Background: an optimization exercise with open tools, aiming at small area, a short achievable clock period and few clock cycles per item. Do not read the settings as production practice.
In this exercise RTL edits were held to simulation tests only and were not proved equivalent to the original.

## flow/design.v (module list and top-level ports; edited modules follow where they fit)
// module ntt_top: 1447 lines
// module ntt_fa: 4 lines
// module ntt_ha: 4 lines
// module ntt_a221o_1: 3 lines
// module ntt_a222oi_1: 3 lines
// module ntt_a22o_1: 3 lines
// module ntt_a311oi_1: 3 lines
// module ntt_a31oi_1: 3 lines
// module ntt_a32o_1: 3 lines
// module ntt_a32oi_1: 3 lines
// module ntt_and2_1: 3 lines
// module ntt_inv_1: 3 lines
// module ntt_nand2_1: 3 lines
// module ntt_nand2b_1: 3 lines
// module ntt_nand3_1: 3 lines
// module ntt_nand3b_1: 3 lines
// module ntt_nand4_1: 3 lines
// module ntt_nor2_1: 3 lines
// module ntt_o211a_1: 3 lines
// module ntt_o21a_1: 3 lines
// module ntt_o21ai_0: 3 lines
// module ntt_o221a_1: 3 lines
// module ntt_o22a_1: 3 lines
// module ntt_o22ai_1: 3 lines
// module ntt_o311ai_0: 3 lines
// module ntt_or3_1: 3 lines
// module ntt_xnor2_1: 3 lines
module ntt_top (
  input  wire        clk, rst, start,
  input  wire [15:0] din0, din1, din2, din3, din4, din5, din6, din7, din8, din9, din10, din11, din12, din13, din14, din15,
  output wire [15:0] dout0, dout1, dout2, dout3, dout4, dout5, dout6, dout7, dout8, dout9, dout10, dout11, dout12, dout13, dout14, dout15,
  output wire        done
);
  // ...
==> flow/flow/run.sh <==
#!/bin/bash
# The standard layout (standard.sh: the standard flow's synthesis and ORFS flow), with two
# placement options changed:
#  - port buffers are sky130_fd_sc_hd__buf_1 instead of the default pick;
#  - the constant-0 outputs share tie cells instead of one tie cell per port.
set -euo pipefail
bash standard.sh \
  "BUFFER_PORTS_ARGS=-buffer_cell sky130_fd_sc_hd__buf_1" \
  SKIP_REPAIR_TIE_FANOUT=1 \
  finish > standard_flow.log 2>&1
==> flow/standard.sh <==
#!/bin/bash
# synth_recipe.tcl (not shown) runs the flow's synth.tcl, then flattens the netlist and writes it again
# the make line also repeats each setting of config.mk as NAME=value (left out here)
make -C /OpenROAD-flow-scripts/flow DESIGN_CONFIG=/design/flow/config.mk WORK_HOME=/design/flow/orfs CLKGATE_MAP_FILE= SYNTH_SCRIPT=/design/flow/synth_recipe.tcl "${@:-finish}"
==> flow/config.mk <==
export PLATFORM = sky130hd
export DESIGN_NAME = ntt_top
export DESIGN_NICKNAME = ntt_top
export VERILOG_FILES = /design/flow/design.v
export SDC_FILE = /design/flow/constraint.sdc
export NUM_CORES = 8
export LEC_CHECK = 0
export CAP_MARGIN = 20
export CORE_MARGIN = 2
export CORE_UTILIZATION = 30
export CTS_BUF_LIST = sky130_fd_sc_hd__clkbuf_16
export CTS_CLUSTER_DIAMETER = 500
export CTS_CLUSTER_SIZE = 80
export SETUP_SLACK_MARGIN = 2.0
export SLEW_MARGIN = 20
export SYNTH_HIERARCHICAL = 1
export SYNTH_MINIMUM_KEEP_SIZE = 0
==> flow/constraint.sdc <==
create_clock -name core_clock -period 22.0 [get_ports {clk}]
set_input_delay 4.4000 -clock core_clock [delete_from_list [all_inputs] [get_ports {clk}]]
set_output_delay 4.4000 -clock core_clock [all_outputs]
set_load 0.01 [all_outputs]
==> flow_summary.toml, run 1 <==
[clock_tree]
postCtsHoldBufs = 0

[timing]
hold_viol_final = 0
holdWs_ps = 438
setup_viol = 0

[global_route]
grt_overflow = 0
grt_pass1_vias = 8731
grt_usage = 0.145

[placement]
postPlaceCellArea_um2 = 13100
gp_congestion = 0.897

[synth]
synth_common_cells = "fa_1 (354), inv_1 (296), buf_4 (176)"
synthesis.area_um2 = 13000
synth_fa_ha_area_frac = 0.564
yosys.area_share.simple = 0.0731
yosysWarnings = 9

[route]
ant_nets = 0

[layout]
area_growth_pct = 2.53
drive_gt1_frac = 0.0151
seq_share = 0.120
seqCellArea_um2 = 1600
n_all_buffers = 165
clkbuf_count = 9

[setup_path]
crit_buf_inv = 8
criticalPathCategory = "in -> out"
timing.rr.start = "res[4][3]$_DFF_P_"

[floorplan]
pin_count = 516

[outcome]
status = "timing/DRC/antenna clean"

[min_path]
min_path_type = "reg -> reg"

[flow_run]
max_cap_viol_count = 0
Testbench counts, summed over its fixed seeds: cycles 2,400, items 2,400.
==> inputs of run 2 (changes only) <==
--- a/flow/config.mk
+++ b/flow/config.mk
@@ -8,9 +8,9 @@
 export CAP_MARGIN = 20
 export CORE_MARGIN = 2
 export CORE_UTILIZATION = 30
-export CTS_BUF_LIST = sky130_fd_sc_hd__clkbuf_16
-export CTS_CLUSTER_DIAMETER = 500
-export CTS_CLUSTER_SIZE = 80
+export CTS_BUF_LIST = sky130_fd_sc_hd__clkbuf_8
+export CTS_CLUSTER_DIAMETER = 200
+export CTS_CLUSTER_SIZE = 30
 export SETUP_SLACK_MARGIN = 2.0
 export SLEW_MARGIN = 20
 export SYNTH_HIERARCHICAL = 1
==> flow_summary.toml, run 2 <==
[timing]
slew-limit-headroom = 0.462
slew_viol_final = 0
min_period_ps = 17560
setup_tns_ps = 0
fmax_mhz = 56.9
hold_viol_final = 0
finClkSkew_ps = 0
rsz0062_at_grt = "no"
setup_viol = 0
worst_pin_slew_ps = 807
finalCritPeriodShare = 0.798

[synth]
synth_flop_cell = "dfxtp_1"
ys_seq_area_frac = 0.123
synthesis.area_um2 = 13000
synth_top_cell_area_share = 0.544
synth_cell_types = 30
syn_inst = 1257
ys_async_sr_fraction = 0
synth_area_per_cell_um2 = 10.4
synth_most_common_cell = "fa_1"
synthesis.nets = 1890
ys_seq_elements = 80
yosysWarnings = 9
synth_edf_count = 0
synth_area_leaders = "fa_1 (54%), dfxtp_1 (12%), buf_4 (10%)"
yosys.area.top_type = "fa_1"
synth_common_cells = "fa_1 (354), inv_1 (296), buf_4 (176)"

[clock_tree]
cts_tree = "yes"
cts_setup_buffers = 0
cts_htree_levels = 3
insertion_delay_ps = 400
postCtsHoldBufs = 0
clkSinkCount = 80
clkSlewWorstSetupHoldPaths_ps = 80
cts_resized = 0
cts_buffers = 9
cts_root_buf = "clkbuf_8"
clock_path_buffers = 2

[route]
wl_um = 30400
ant_nets = 0
drt-initial-drc-count = 240
avgRoutedWirePerCell_um = 16.5
num_vias = 7699
vias_per_cell = 4.17
firstDrtPassIters = 5
drc = 0

[layout]
layout_common_cells = "fa_1 (354), inv_1 (296), buf_1 (162), nand2_1 (118), dfxtp_1 (80)"
largest-register = "res"
nets = 1890
final_core_util = 0.308
reg_top3 = "res: 80 flops"
layout_commonest_cell = "fa_1"
drive_gt1_frac = 0.0151
fillers = 4517
n_antenna_cell = 0
area_growth_pct = 1.73
largest_reg_flops = 80

[setup_path]
rrSetupSlack_ps = 21130
critPathCapture = "dout9[4]"
crit_start = "din7[0]"
slowest_stage = "a222oi_1"
path_common_cell = "fa_1"
timing.rr.start = "res[4][3]$_DFF_P_"
cp.arrival_ps = 13160
max_stage_delay_ps = 510
rr_endpoint = "res[4][3]$_DFF_P_"
reg2reg_depth = 2
criticalPathCategory = "in -> out"
critPathCaptureType = "output port"
cp.required_ps = 17600
startpoint_type = "input port"
worstPathMaxFanout = 5

[floorplan]
num_rows = 76
pin_count = 516
core_area_um2 = 43000
start_util = 0.303
die_y_um = 212
design.die.area_um2 = 45100
fp.dieW_um = 212

[min_path]
min_path_type = "reg -> reg"

[global_route]
grt_pass1_vias = 8714
grt_overflow = 0
grt_max_degree = 177
grt_usage = 0.145
antenna_found_initial = 3
grt_first_pass_wirelength_um = 48000

[outcome]
status = "timing/DRC/antenna clean"

[placement]
gp_congestion = 0.897
portBuffers = 163
dp_hpwl_um = 27900

[flow_run]
max_cap_viol_count = 0
[run 2: cell counts after synthesis]
No cell type changed its count.
[run 2: per-module statistics from Yosys, one instance, submodules excluded, excerpt]
module / times used / area, um^2 / cells inside / flops+latches
ntt_a221o_1: 2 / 10.0 / 1 / 0
ntt_o311ai_0: 3 / 8.76 / 1 / 0
ntt_o22ai_1: 7 / 6.26 / 1 / 0
ntt_xnor2_1: 6 / 8.76 / 1 / 0
ntt_a32o_1: 2 / 10.0 / 1 / 0
ntt_fa: 354 / 20.0 / 1 / 0
ntt_nor2_1: 63 / 3.75 / 1 / 0
ntt_o22a_1: 2 / 8.76 / 1 / 0
ntt_nand2b_1: 11 / 6.26 / 1 / 0
ntt_a311oi_1: 1 / 8.76 / 1 / 0
[run 2: critical path: cells and delay by family]
family	cells	cell delay [ps]
AO/OA/AOI/OAI	1	510
adder cells (fa/ha/maj)	20	6850
buffers and inverters	8	800
AND/OR/NAND/NOR	4	600
[run 2: cell families (layout without fill, tap and decap cells)]
| kind of cell | after synthesis | count (layout) | synth area share |
|---|---|---|---|
| buffers and inverters | 472 | 476 | 0.187 |
| other | 1 | 1 | 0.000288 |
| adders and majority gates | 374 | 374 | 0.564 |
| AOI/OAI and AO/OA | 98 | 98 | 0.0492 |
| and+or+nand+nor | 226 | 226 | 0.0731 |
| xor gates and xnor gates | 6 | 6 | 0.00404 |
| DFF | 80 | 80 | 0.123 |
[run 2: metal layers]
metal | share of wire | up-vias | track usage | wire length (um)
met5 | 0.00076 | - | 0 | 23
met4 | 0.0091 | 4 | 0.0229 | 277
met3 | 0.059 | 19 | 0.0391 | 1780
met2 | 0.50 | 151 | 0.254 | 15200
met1 | 0.43 | 3993 | 0.182 | 13200
li1 | - | 3532 | - | -
[run 2: how the worst min path moves through the flow]
stage                               to               start  depth (start not counted)
floorplan           res[10][2]$_DFF_P_  res[10][2]$_DFF_P_                          2
global placement    res[13][3]$_DFF_P_  res[13][3]$_DFF_P_                          2
detailed placement   res[4][0]$_DFF_P_   res[4][0]$_DFF_P_                          2
CTS                  res[4][0]$_DFF_P_   res[4][0]$_DFF_P_                          2
global route         res[4][0]$_DFF_P_   res[4][0]$_DFF_P_                          2
finish               res[4][0]$_DFF_P_   res[4][0]$_DFF_P_                          2
[run 2: area by class of cell]
cell class | count | area, um^2 | area share
tap | 585 | 732 | 0.0553
multi-input combinational | 705 | 8990 | 0.678
clock inverter | 6 | 62.6 | 0.00472
clock buffer | 9 | 124 | 0.00935
timing repair buffer | 165 | 628 | 0.0474
inverter | 296 | 1110 | 0.0839
sequential | 80 | 1600 | 0.121
[run 2: metrics by stage]
step / cell area [um^2] / instances / hold WS [ps] / worst slack, ps
3_3_place_gp: 13100 / 1831 / 419 / 4540
4_1_cts: 13200 / 1846 / 452 / 4430
3_5_place_dp: 13100 / 1831 / 432 / 4440
6_report: 13200 / 1846 / 443 / 4440
5_1_grt: 13200 / 1846 / 470 / 3990
2_1_floorplan: 13000 / 1257 / 474 / 5160
==> inputs of run 3 (changes only) <==
--- a/flow/config.mk
+++ b/flow/config.mk
@@ -9,8 +9,6 @@
 export CORE_MARGIN = 2
 export CORE_UTILIZATION = 30
 export CTS_BUF_LIST = sky130_fd_sc_hd__clkbuf_8
-export CTS_CLUSTER_DIAMETER = 200
-export CTS_CLUSTER_SIZE = 30
 export SETUP_SLACK_MARGIN = 2.0
 export SLEW_MARGIN = 20
 export SYNTH_HIERARCHICAL = 1
==> flow_summary.toml, run 3 <==
[outcome]
status = "timing/DRC/antenna clean"

[clock_tree]
cts_resized = 0
clkSlewWorstSetupHoldPaths_ps = 80
cts_setup_buffers = 0
cts_htree_levels = 3
cts_buffers = 9
cts_root_buf = "clkbuf_8"
insertion_delay_ps = 400
clkSinkCount = 80
clock_path_buffers = 2
postCtsHoldBufs = 0
cts_tree = "yes"

[global_route]
grt_pass1_vias = 8714
grt_util_met2 = 0.254
grt_overflow = 0
grt_max_degree = 177
busiest_layer = "met2"
antenna_found_initial = 3
gr-usage-met1 = 0.182
grt_usage = 0.145
grt_first_pass_wirelength_um = 48000
use_met3 = 0.0391

[timing]
finClkSkew_ps = 0
setup_tns_ps = 0
slew_viol_final = 0
min_period_ps = 17560
rsz0062_at_grt = "no"
worst_pin_slew_ps = 807
hold_viol_final = 0
setup_viol = 0
fmax_mhz = 56.9
slew-limit-headroom = 0.462
finalCritPeriodShare = 0.798

[layout]
drive_gt1_frac = 0.0151
n_antenna_cell = 0
layout_commonest_cell = "fa_1"
fillers = 4517
largest-register = "res"
largest_reg_flops = 80
reg_top3 = "res: 80 flops"
area_growth_pct = 1.73
final_core_util = 0.308
nets = 1890
instances_no_fill = 1846
layout_common_cells = "fa_1 (354), inv_1 (296), buf_1 (162), nand2_1 (118), dfxtp_1 (80)"

[route]
num_vias = 7699
avgRoutedWirePerCell_um = 16.5
drc = 0
vias_per_cell = 4.17
ant_nets = 0
drt-initial-drc-count = 240
wl_um = 30400
firstDrtPassIters = 5

[synth]
synth_edf_count = 0
synth_area_leaders = "fa_1 (54%), dfxtp_1 (12%), buf_4 (10%)"
yosys.area.top_type = "fa_1"
yosysWarnings = 9
synthesis.nets = 1890
synth_common_cells = "fa_1 (354), inv_1 (296), buf_4 (176)"
synthesis.area_um2 = 13000
ys_async_sr_fraction = 0
syn_inst = 1257
synth_most_common_cell = "fa_1"
synth_cell_types = 30
ys_seq_area_frac = 0.123
synth_area_per_cell_um2 = 10.4
synth_top_cell_area_share = 0.544
synth_flop_cell = "dfxtp_1"
ys_seq_elements = 80

[placement]
dp_hpwl_um = 27900
place_inst = 1831
gp_congestion = 0.897
portBuffers = 163

[floorplan]
core_area_um2 = 43000
start_util = 0.303
die_y_um = 212
fp.dieW_um = 212
num_rows = 76
design.die.area_um2 = 45100
pin_count = 516

[setup_path]
worstPathMaxFanout = 5
rrSetupSlack_ps = 21130
criticalPathCategory = "in -> out"
slowest_stage = "a222oi_1"
critPathCaptureType = "output port"
path_common_cell = "fa_1"
crit_start = "din7[0]"
startpoint_type = "input port"
cp.arrival_ps = 13160
timing.rr.start = "res[4][3]$_DFF_P_"
cp.required_ps = 17600
max_stage_delay_ps = 510

[min_path]
min_path_type = "reg -> reg"
hold_path_startpoint = "res[4][0]$_DFF_P_"

[flow_run]
max_cap_viol_count = 0
-- run 3: cell counts in the layout (fill, tap and decap cells not counted) --
Identical to the previous run, type by type.
-- run 3: worst max-delay path: cells and delay by family --
kind,cells,cell delay [ps]
AOI/OAI and AO/OA,1,510
adders and majority gates,20,6850
and+or+nand+nor,4,600
buffers and inverters,8,800
-- run 3: final timing paths --
path	endpoint	depth (start not counted)
worst min-delay path	res[4][0]$_DFF_P_	2
worst max register to register	res[4][3]$_DFF_P_	2
worst min register to register	res[4][0]$_DFF_P_	2
worst max-delay path	dout9[4]	33
-- run 3: cells by family (layout without fill, tap and decap cells) --
| logic type | count (synthesis) | count (layout) | share of synthesized area |
|---|---|---|---|
| AOI/OAI and AO/OA | 98 | 98 | 0.0492 |
| xor gates and xnor gates | 6 | 6 | 0.00404 |
| adders and majority gates | 374 | 374 | 0.564 |
| buffers and inverters | 472 | 476 | 0.187 |
| DFF | 80 | 80 | 0.123 |
| other | 1 | 1 | 0.000288 |
| and+or+nand+nor | 226 | 226 | 0.0731 |
-- run 3: final cells by class --
type / instances / area, um^2 / area share
timing repair buffer: 165 / 628 / 0.0474
clock buffer: 9 / 124 / 0.00935
multi-input combinational: 705 / 8990 / 0.678
sequential: 80 / 1600 / 0.121
inverter: 296 / 1110 / 0.0839
tap: 585 / 732 / 0.0553
clock inverter: 6 / 62.6 / 0.00472
-- run 3: stage by stage --
stage	setup WS, ps	instance area (um^2)	hold WS (ps)
6_report	4440	13200	443
5_1_grt	3990	13200	470
4_1_cts	4430	13200	452
3_5_place_dp	4440	13100	432
3_3_place_gp	4540	13100	419
2_1_floorplan	5160	13000	474
-- run 3: per-layer routing --
layer | vias to the layer above | part of all wire
met5 | - | 0.00076
met4 | 4 | 0.0091
met3 | 19 | 0.059
met2 | 151 | 0.50
met1 | 3993 | 0.43
li1 | 3532 | -
-- run 3: Yosys stat by module (local to each module, per instance), a selection --
| module | flops+latches | cell area, um^2 | cells | copies in the design |
|---|---|---|---|---|
| ntt_o211a_1 | 0 | 10.0 | 1 | 4 |
| ntt_o21a_1 | 0 | 7.51 | 1 | 2 |
| ntt_nand3b_1 | 0 | 7.51 | 1 | 2 |
| ntt_o22a_1 | 0 | 8.76 | 1 | 2 |
| ntt_and2_1 | 0 | 6.26 | 1 | 5 |
| ntt_a22o_1 | 0 | 8.76 | 1 | 7 |
| ntt_a32o_1 | 0 | 10.0 | 1 | 2 |
| ntt_nor2_1 | 0 | 3.75 | 1 | 63 |
| ntt_a221o_1 | 0 | 10.0 | 1 | 2 |
| ntt_o22ai_1 | 0 | 6.26 | 1 | 7 |
| ntt_xnor2_1 | 0 | 8.76 | 1 | 6 |
| ntt_fa | 0 | 20.0 | 1 | 354 |
| ntt_or3_1 | 0 | 6.26 | 1 | 2 |
| ntt_inv_1 | 0 | 3.75 | 1 | 14 |
==> inputs of run 4 (changes only) <==
--- a/flow/config.mk
+++ b/flow/config.mk
@@ -9,7 +9,7 @@
 export CORE_MARGIN = 2
 export CORE_UTILIZATION = 30
 export CTS_BUF_LIST = sky130_fd_sc_hd__clkbuf_8
-export SETUP_SLACK_MARGIN = 2.0
+export SETUP_SLACK_MARGIN = 5.0
 export SLEW_MARGIN = 20
 export SYNTH_HIERARCHICAL = 1
 export SYNTH_MINIMUM_KEEP_SIZE = 0
==> flow_summary.toml, run 4 <==
[setup_path]
path_common_cell = "fa_2"
startpoint_type = "input port"
worstPathMaxFanout = 4
criticalPathCategory = "in -> out"
cp.arrival_ps = 12430
cp.required_ps = 17600
critPathCaptureType = "output port"
max_stage_delay_ps = 490
slowest_stage = "fa_1"

[synth]
synth_cell_types = 30
synth_flop_cell = "dfxtp_1"
synthesis.area_um2 = 13000
synth_top_cell_area_share = 0.544
yosysWarnings = 9
synth_area_per_cell_um2 = 10.4
syn_inst = 1257
yosys.area.top_type = "fa_1"
ys_seq_area_frac = 0.123
synth_edf_count = 0
synth_area_leaders = "fa_1 (54%), dfxtp_1 (12%), buf_4 (10%)"
ys_seq_elements = 80
synth_most_common_cell = "fa_1"
synth_common_cells = "fa_1 (354), inv_1 (296), buf_4 (176)"
ys_async_sr_fraction = 0
synthesis.nets = 1890

[flow_run]
max_cap_viol_count = 0

[clock_tree]
clock_path_buffers = 2
clkSinkCount = 80
insertion_delay_ps = 400
cts_root_buf = "clkbuf_8"
cts_tree = "yes"
clkSlewWorstSetupHoldPaths_ps = 80
cts_buffers = 9
cts_htree_levels = 3

[placement]
portBuffers = 163
dp_hpwl_um = 27900
gp_congestion = 0.897

[layout]
drive_gt1_frac = 0.163
final_core_util = 0.322
reg_top3 = "res: 80 flops"
area_growth_pct = 6.43
layout_commonest_cell = "inv_1"
layout_common_cells = "inv_1 (280), fa_1 (263), buf_1 (138), nand2_1 (113), fa_2 (91)"
largest-register = "res"
largest_reg_flops = 80
nets = 1920
n_antenna_cell = 0

[floorplan]
core_area_um2 = 43000
pin_count = 516
die_y_um = 212
fp.dieW_um = 212
design.die.area_um2 = 45100
num_rows = 76
start_util = 0.303

[timing]
finClkSkew_ps = 0
rsz0062_at_grt = "yes"
slew_viol_final = 0
setup_tns_ps = 0
finalCritPeriodShare = 0.765
slew-limit-headroom = 0.430
min_period_ps = 16830
setup_viol = 0
hold_viol_final = 0
worst_pin_slew_ps = 855
fmax_mhz = 59.4

[route]
vias_per_cell = 4.21
num_vias = 7902
ant_nets = 0
firstDrtPassIters = 4
drc = 0
avgRoutedWirePerCell_um = 16.6
wl_um = 31100
drt-initial-drc-count = 245

[global_route]
grt_overflow = 0
grt_first_pass_wirelength_um = 48700
grt_max_degree = 177
antenna_found_initial = 3
grt_pass1_vias = 8863
grt_usage = 0.147

[outcome]
status = "timing/DRC/antenna clean"

[min_path]
min_path_type = "reg -> reg"
[run 4: kinds of logic (layout without fill, tap and decap cells)]
kind of cell | Yosys count | after routing | synth area share
DFF | 80 | 80 | 0.123
buffers and inverters | 472 | 506 | 0.187
other | 1 | 1 | 0.000288
AOI/OAI and AO/OA | 98 | 98 | 0.0492
xor gates and xnor gates | 6 | 6 | 0.00404
adders and majority gates | 374 | 374 | 0.564
and+or+nand+nor | 226 | 226 | 0.0731
[run 4: modules after synthesis (local to each module, per instance), a selection]
module | times used | area, um^2
ntt_a221o_1 | 2 | 10.0
ntt_a222oi_1 | 1 | 10.0
ntt_a31oi_1 | 16 | 6.26
ntt_a32o_1 | 2 | 10.0
ntt_a32oi_1 | 1 | 8.76
ntt_and2_1 | 5 | 6.26
ntt_nand2_1 | 118 | 3.75
ntt_nand2b_1 | 11 | 6.26
ntt_nand3_1 | 15 | 5.00
ntt_o211a_1 | 4 | 10.0
ntt_o21ai_0 | 47 | 5.00
ntt_o221a_1 | 3 | 11.3
ntt_o22a_1 | 2 | 8.76
ntt_top | 1 | 4070
[run 4: final timing paths]
path	start	to	slack, ps	cells after the start
worst min register to register	res[4][0]$_DFF_P_	res[4][0]$_DFF_P_	440	2
worst min-delay path	res[4][0]$_DFF_P_	res[4][0]$_DFF_P_	440	2
worst max register to register	res[4][3]$_DFF_P_	res[4][3]$_DFF_P_	21120	2
worst max-delay path	din11[4]	dout9[4]	5170	30
[run 4: metal layers]
| layer | global-route usage | vias to the layer above | share of wire |
|---|---|---|---|
| li1 | - | 3591 | - |
| met1 | 0.185 | 4112 | 0.42 |
| met2 | 0.260 | 172 | 0.51 |
| met3 | 0.0362 | 23 | 0.061 |
| met4 | 0.0229 | 4 | 0.0090 |
| met5 | 0 | - | 0.00074 |
[run 4: worst max-delay path: cells and delay by family]
family	cells	cell delay, ps
compound gates	1	490
simple gates	4	430
fa+ha+maj	19	6510
buf+inv	6	560
[run 4: area by class of cell]
class | count | area [um^2]
Clock inverter | 6 | 62.6
Multi-Input combinational cell | 705 | 9340
Timing Repair Buffer | 195 | 886
Clock buffer | 9 | 124
Fill cell | 4474 | 29100
Inverter | 296 | 1110
Tap cell | 585 | 732
Sequential cell | 80 | 1600
[run 4: timing repair]
item,4_1_cts,5_1_grt
endpoints found under the hold margin,0,0
setup buffers,11,19
pin swaps,20,54
gates resized for setup,66,103
setup endpoints to repair,37,53
hold buffers,0,0
[run 4: stage by stage]
step                      hold slack (ps)  worst slack [ps]  cell area (um^2)  std cells
final                                 443              5170             13900       1876
after global routing                  470              4920             13900       1876
after CTS                             452              4970             13500       1857
after detailed placement              432              4440             13100       1831
after global placement                419              4540             13100       1831
after floorplan                       474              5160             13000       1257
==> inputs of run 5 (changes only) <==
--- a/flow/config.mk
+++ b/flow/config.mk
@@ -9,7 +9,7 @@
 export CORE_MARGIN = 2
 export CORE_UTILIZATION = 30
 export CTS_BUF_LIST = sky130_fd_sc_hd__clkbuf_8
-export SETUP_SLACK_MARGIN = 5.0
+export SETUP_SLACK_MARGIN = 4.6
 export SLEW_MARGIN = 20
 export SYNTH_HIERARCHICAL = 1
 export SYNTH_MINIMUM_KEEP_SIZE = 0
==> flow_summary.toml, run 5 <==
[layout]
final_core_util = 0.314
nets = 1901
reg_top3 = "res: 80 flops"
multi_input_comb_area_um2 = 9130
fillers = 4497
largest-register = "res"
n_antenna_cell = 0
layout_commonest_cell = "fa_1"
layout_common_cells = "fa_1 (319), inv_1 (291), buf_1 (153), nand2_1 (117), dfxtp_1 (80)"
drive_gt1_frac = 0.0708
largest_reg_flops = 80
instances_no_fill = 1857
area_growth_pct = 3.60
seqCellArea_um2 = 1600

[floorplan]
pin_count = 516
core_area_um2 = 43000
num_rows = 76
die_y_um = 212
design.die.area_um2 = 45100
start_util = 0.303
fp.dieW_um = 212

[setup_path]
slowest_stage = "a222oi_1"
max_stage_delay_ps = 490
critPathCaptureType = "output port"
rrSetupSlack_ps = 21130
path_common_cell = "fa_2"
rr_endpoint = "res[4][3]$_DFF_P_"
timing.rr.start = "res[4][3]$_DFF_P_"
cp.arrival_ps = 12750
criticalPathCategory = "in -> out"
cp.required_ps = 17600
startpoint_type = "input port"
reg2reg_depth = 2
worstPathMaxFanout = 4

[placement]
place_inst = 1831
portBuffers = 163
dp_hpwl_um = 27900
gp_congestion = 0.897

[timing]
setup_tns_ps = 0
min_period_ps = 17150
fmax_mhz = 58.3
slew_viol_final = 0
slew-limit-headroom = 0.433
finalCritPeriodShare = 0.780
hold_viol_final = 0
worst_pin_slew_ps = 851
rsz0062_at_grt = "yes"
setup_viol = 0
finClkSkew_ps = 0

[synth]
yosys.area.top_type = "fa_1"
synth_top_cell_area_share = 0.544
synth_cell_types = 30
synthesis.area_um2 = 13000
ys_seq_elements = 80
synth_top_family_by_area = "adder cells"
ys_async_sr_fraction = 0
ys_seq_area_frac = 0.123
synth_area_per_cell_um2 = 10.4
yosysWarnings = 9
synth_compound_area_frac = 0.0492
synth_flop_cell = "dfxtp_1"
synth_most_common_cell = "fa_1"
synthesis.nets = 1890
muxShareOfSynthArea = 0
synth_common_cells = "fa_1 (354), inv_1 (296), buf_4 (176)"
synthXorXnorAreaFrac = 0.00404
synth_fa_ha_area_frac = 0.564
synth_edf_count = 0
yosys.area_share.simple = 0.0731
syn_inst = 1257
synth_area_leaders = "fa_1 (54%), dfxtp_1 (12%), buf_4 (10%)"

[min_path]
holdPathEnd = "res[4][0]$_DFF_P_"
min_path_cells = 2
min_path_type = "reg -> reg"
hold_path_startpoint = "res[4][0]$_DFF_P_"

[global_route]
grt_max_degree = 177
grt_first_pass_wirelength_um = 48000
grt_usage = 0.145
antenna_found_initial = 3
grt_pass1_vias = 8730
grt_overflow = 0

[clock_tree]
cts_tree = "yes"
cts_root_buf = "clkbuf_8"
clock_path_buffers = 2
insertion_delay_ps = 400
postCtsHoldBufs = 0
clkSlewWorstSetupHoldPaths_ps = 80
clkSinkCount = 80
cts_htree_levels = 3
cts_buffers = 9

[route]
avgRoutedWirePerCell_um = 16.5
drt-initial-drc-count = 219
vias_per_cell = 4.18
firstDrtPassIters = 4
wl_um = 30600
drc = 0
ant_nets = 0
num_vias = 7770

[outcome]
status = "timing/DRC/antenna clean"

[flow_run]
max_cap_viol_count = 0
-- run 5: worst max-delay path by stage --
stage	start	end
final	din11[4]	dout9[4]
after global routing	din7[0]	dout9[4]
after CTS	din3[0]	dout9[4]
after detailed placement	din7[0]	dout9[4]
after global placement	din7[0]	dout9[4]
after floorplan	din3[0]	dout9[4]
-- run 5: layout make-up --
type | count | share of cell area
multi-input combinational | 705 | 0.677
sequential | 80 | 0.119
inverter | 296 | 0.0824
tap | 585 | 0.0543
timing repair buffer | 176 | 0.0537
clock buffer | 9 | 0.00918
clock inverter | 6 | 0.00464
-- run 5: cells by family (layout without fill, tap and decap cells) --
logic type	count (synthesis)	after routing
buf+inv	472	487
fa+ha+maj	374	374
simple gates	226	226
compound gates	98	98
flops	80	80
xor+xnor	6	6
other cells	1	1
-- run 5: modules after synthesis, one instance, submodules excluded, excerpt --
module / copies in the design / cells / area [um^2]
ntt_a222oi_1: 1 / 1 / 10.0
ntt_a311oi_1: 1 / 1 / 8.76
ntt_a31oi_1: 16 / 1 / 6.26
ntt_nand3b_1: 2 / 1 / 7.51
ntt_nand4_1: 9 / 1 / 6.26
ntt_o21a_1: 2 / 1 / 7.51
ntt_o21ai_0: 47 / 1 / 5.00
ntt_o311ai_0: 3 / 1 / 8.76
ntt_xnor2_1: 6 / 1 / 8.76
-- run 5: routing by layer --
metal  up-vias  part of all wire  GRT usage
met5         -           0.00075          0
met4         4            0.0092     0.0229
met3        20             0.060     0.0391
met2       164              0.50      0.255
met1      4027              0.43      0.182
li1       3555                 -          -
-- run 5: timing repair --
item | in CTS | in global routing
buffers inserted | 2 | 9
pin swaps | 2 | 19
gates resized for setup | 6 | 60
endpoints found under the setup margin | 8 | 30
-- run 5: critical path, delay by kind of cell --
family                     cells  cell delay (ps)
AOI/OAI and AO/OA              1              490
adders and majority gates     19             6640
buffers and inverters          8              750
and+or+nand+nor                4              450
-- run 5: metrics by stage --
step                      setup slack (ps)  hold WS (ps)  area, um^2
after floorplan                       5160           474       13000
after global placement                4540           419       13100
after detailed placement              4440           432       13100
after CTS                             4550           452       13300
after global routing                  4540           470       13500
final                                 4850           443       13500

==> port drivers added, routing unchanged <==
In the flow no input, the clock included, has a driving cell. The finished layouts below were timed again as built, in two steps.
Step 1 assumes that a clkbuf_16 drives the clock port and a buf_2 every other input.
Step 2, shift: input delay + t, output delay - t, t = (earliest + latest rising clock arrival at the registers) / 2. This alone moves slack from input paths to output paths.
a / b / c = no drivers / after step 1 / after step 2; a / b = the first two.
| run | t, ns | setup slack, ns | clock arrival spread, ns |
|---|---|---|---|
| run 1 | 0.411 | 4.425 / 4.402 / 4.402 | 0.013 / 0.013 |
| run 2 | 0.452 | 4.437 / 4.414 / 4.414 | 0.024 / 0.024 |
| run 3 | 0.452 | 4.437 / 4.414 / 4.414 | 0.024 / 0.024 |
| run 4 | 0.450 | 5.173 / 5.145 / 5.145 | 0.023 / 0.024 |
| run 5 | 0.451 | 4.847 / 4.827 / 4.827 | 0.023 / 0.024 |
After both steps every run listed still meets setup and hold. The setup slack of run 4, which loses most, moves by -0.028 ns with the drivers and by -0.028 ns with both steps.
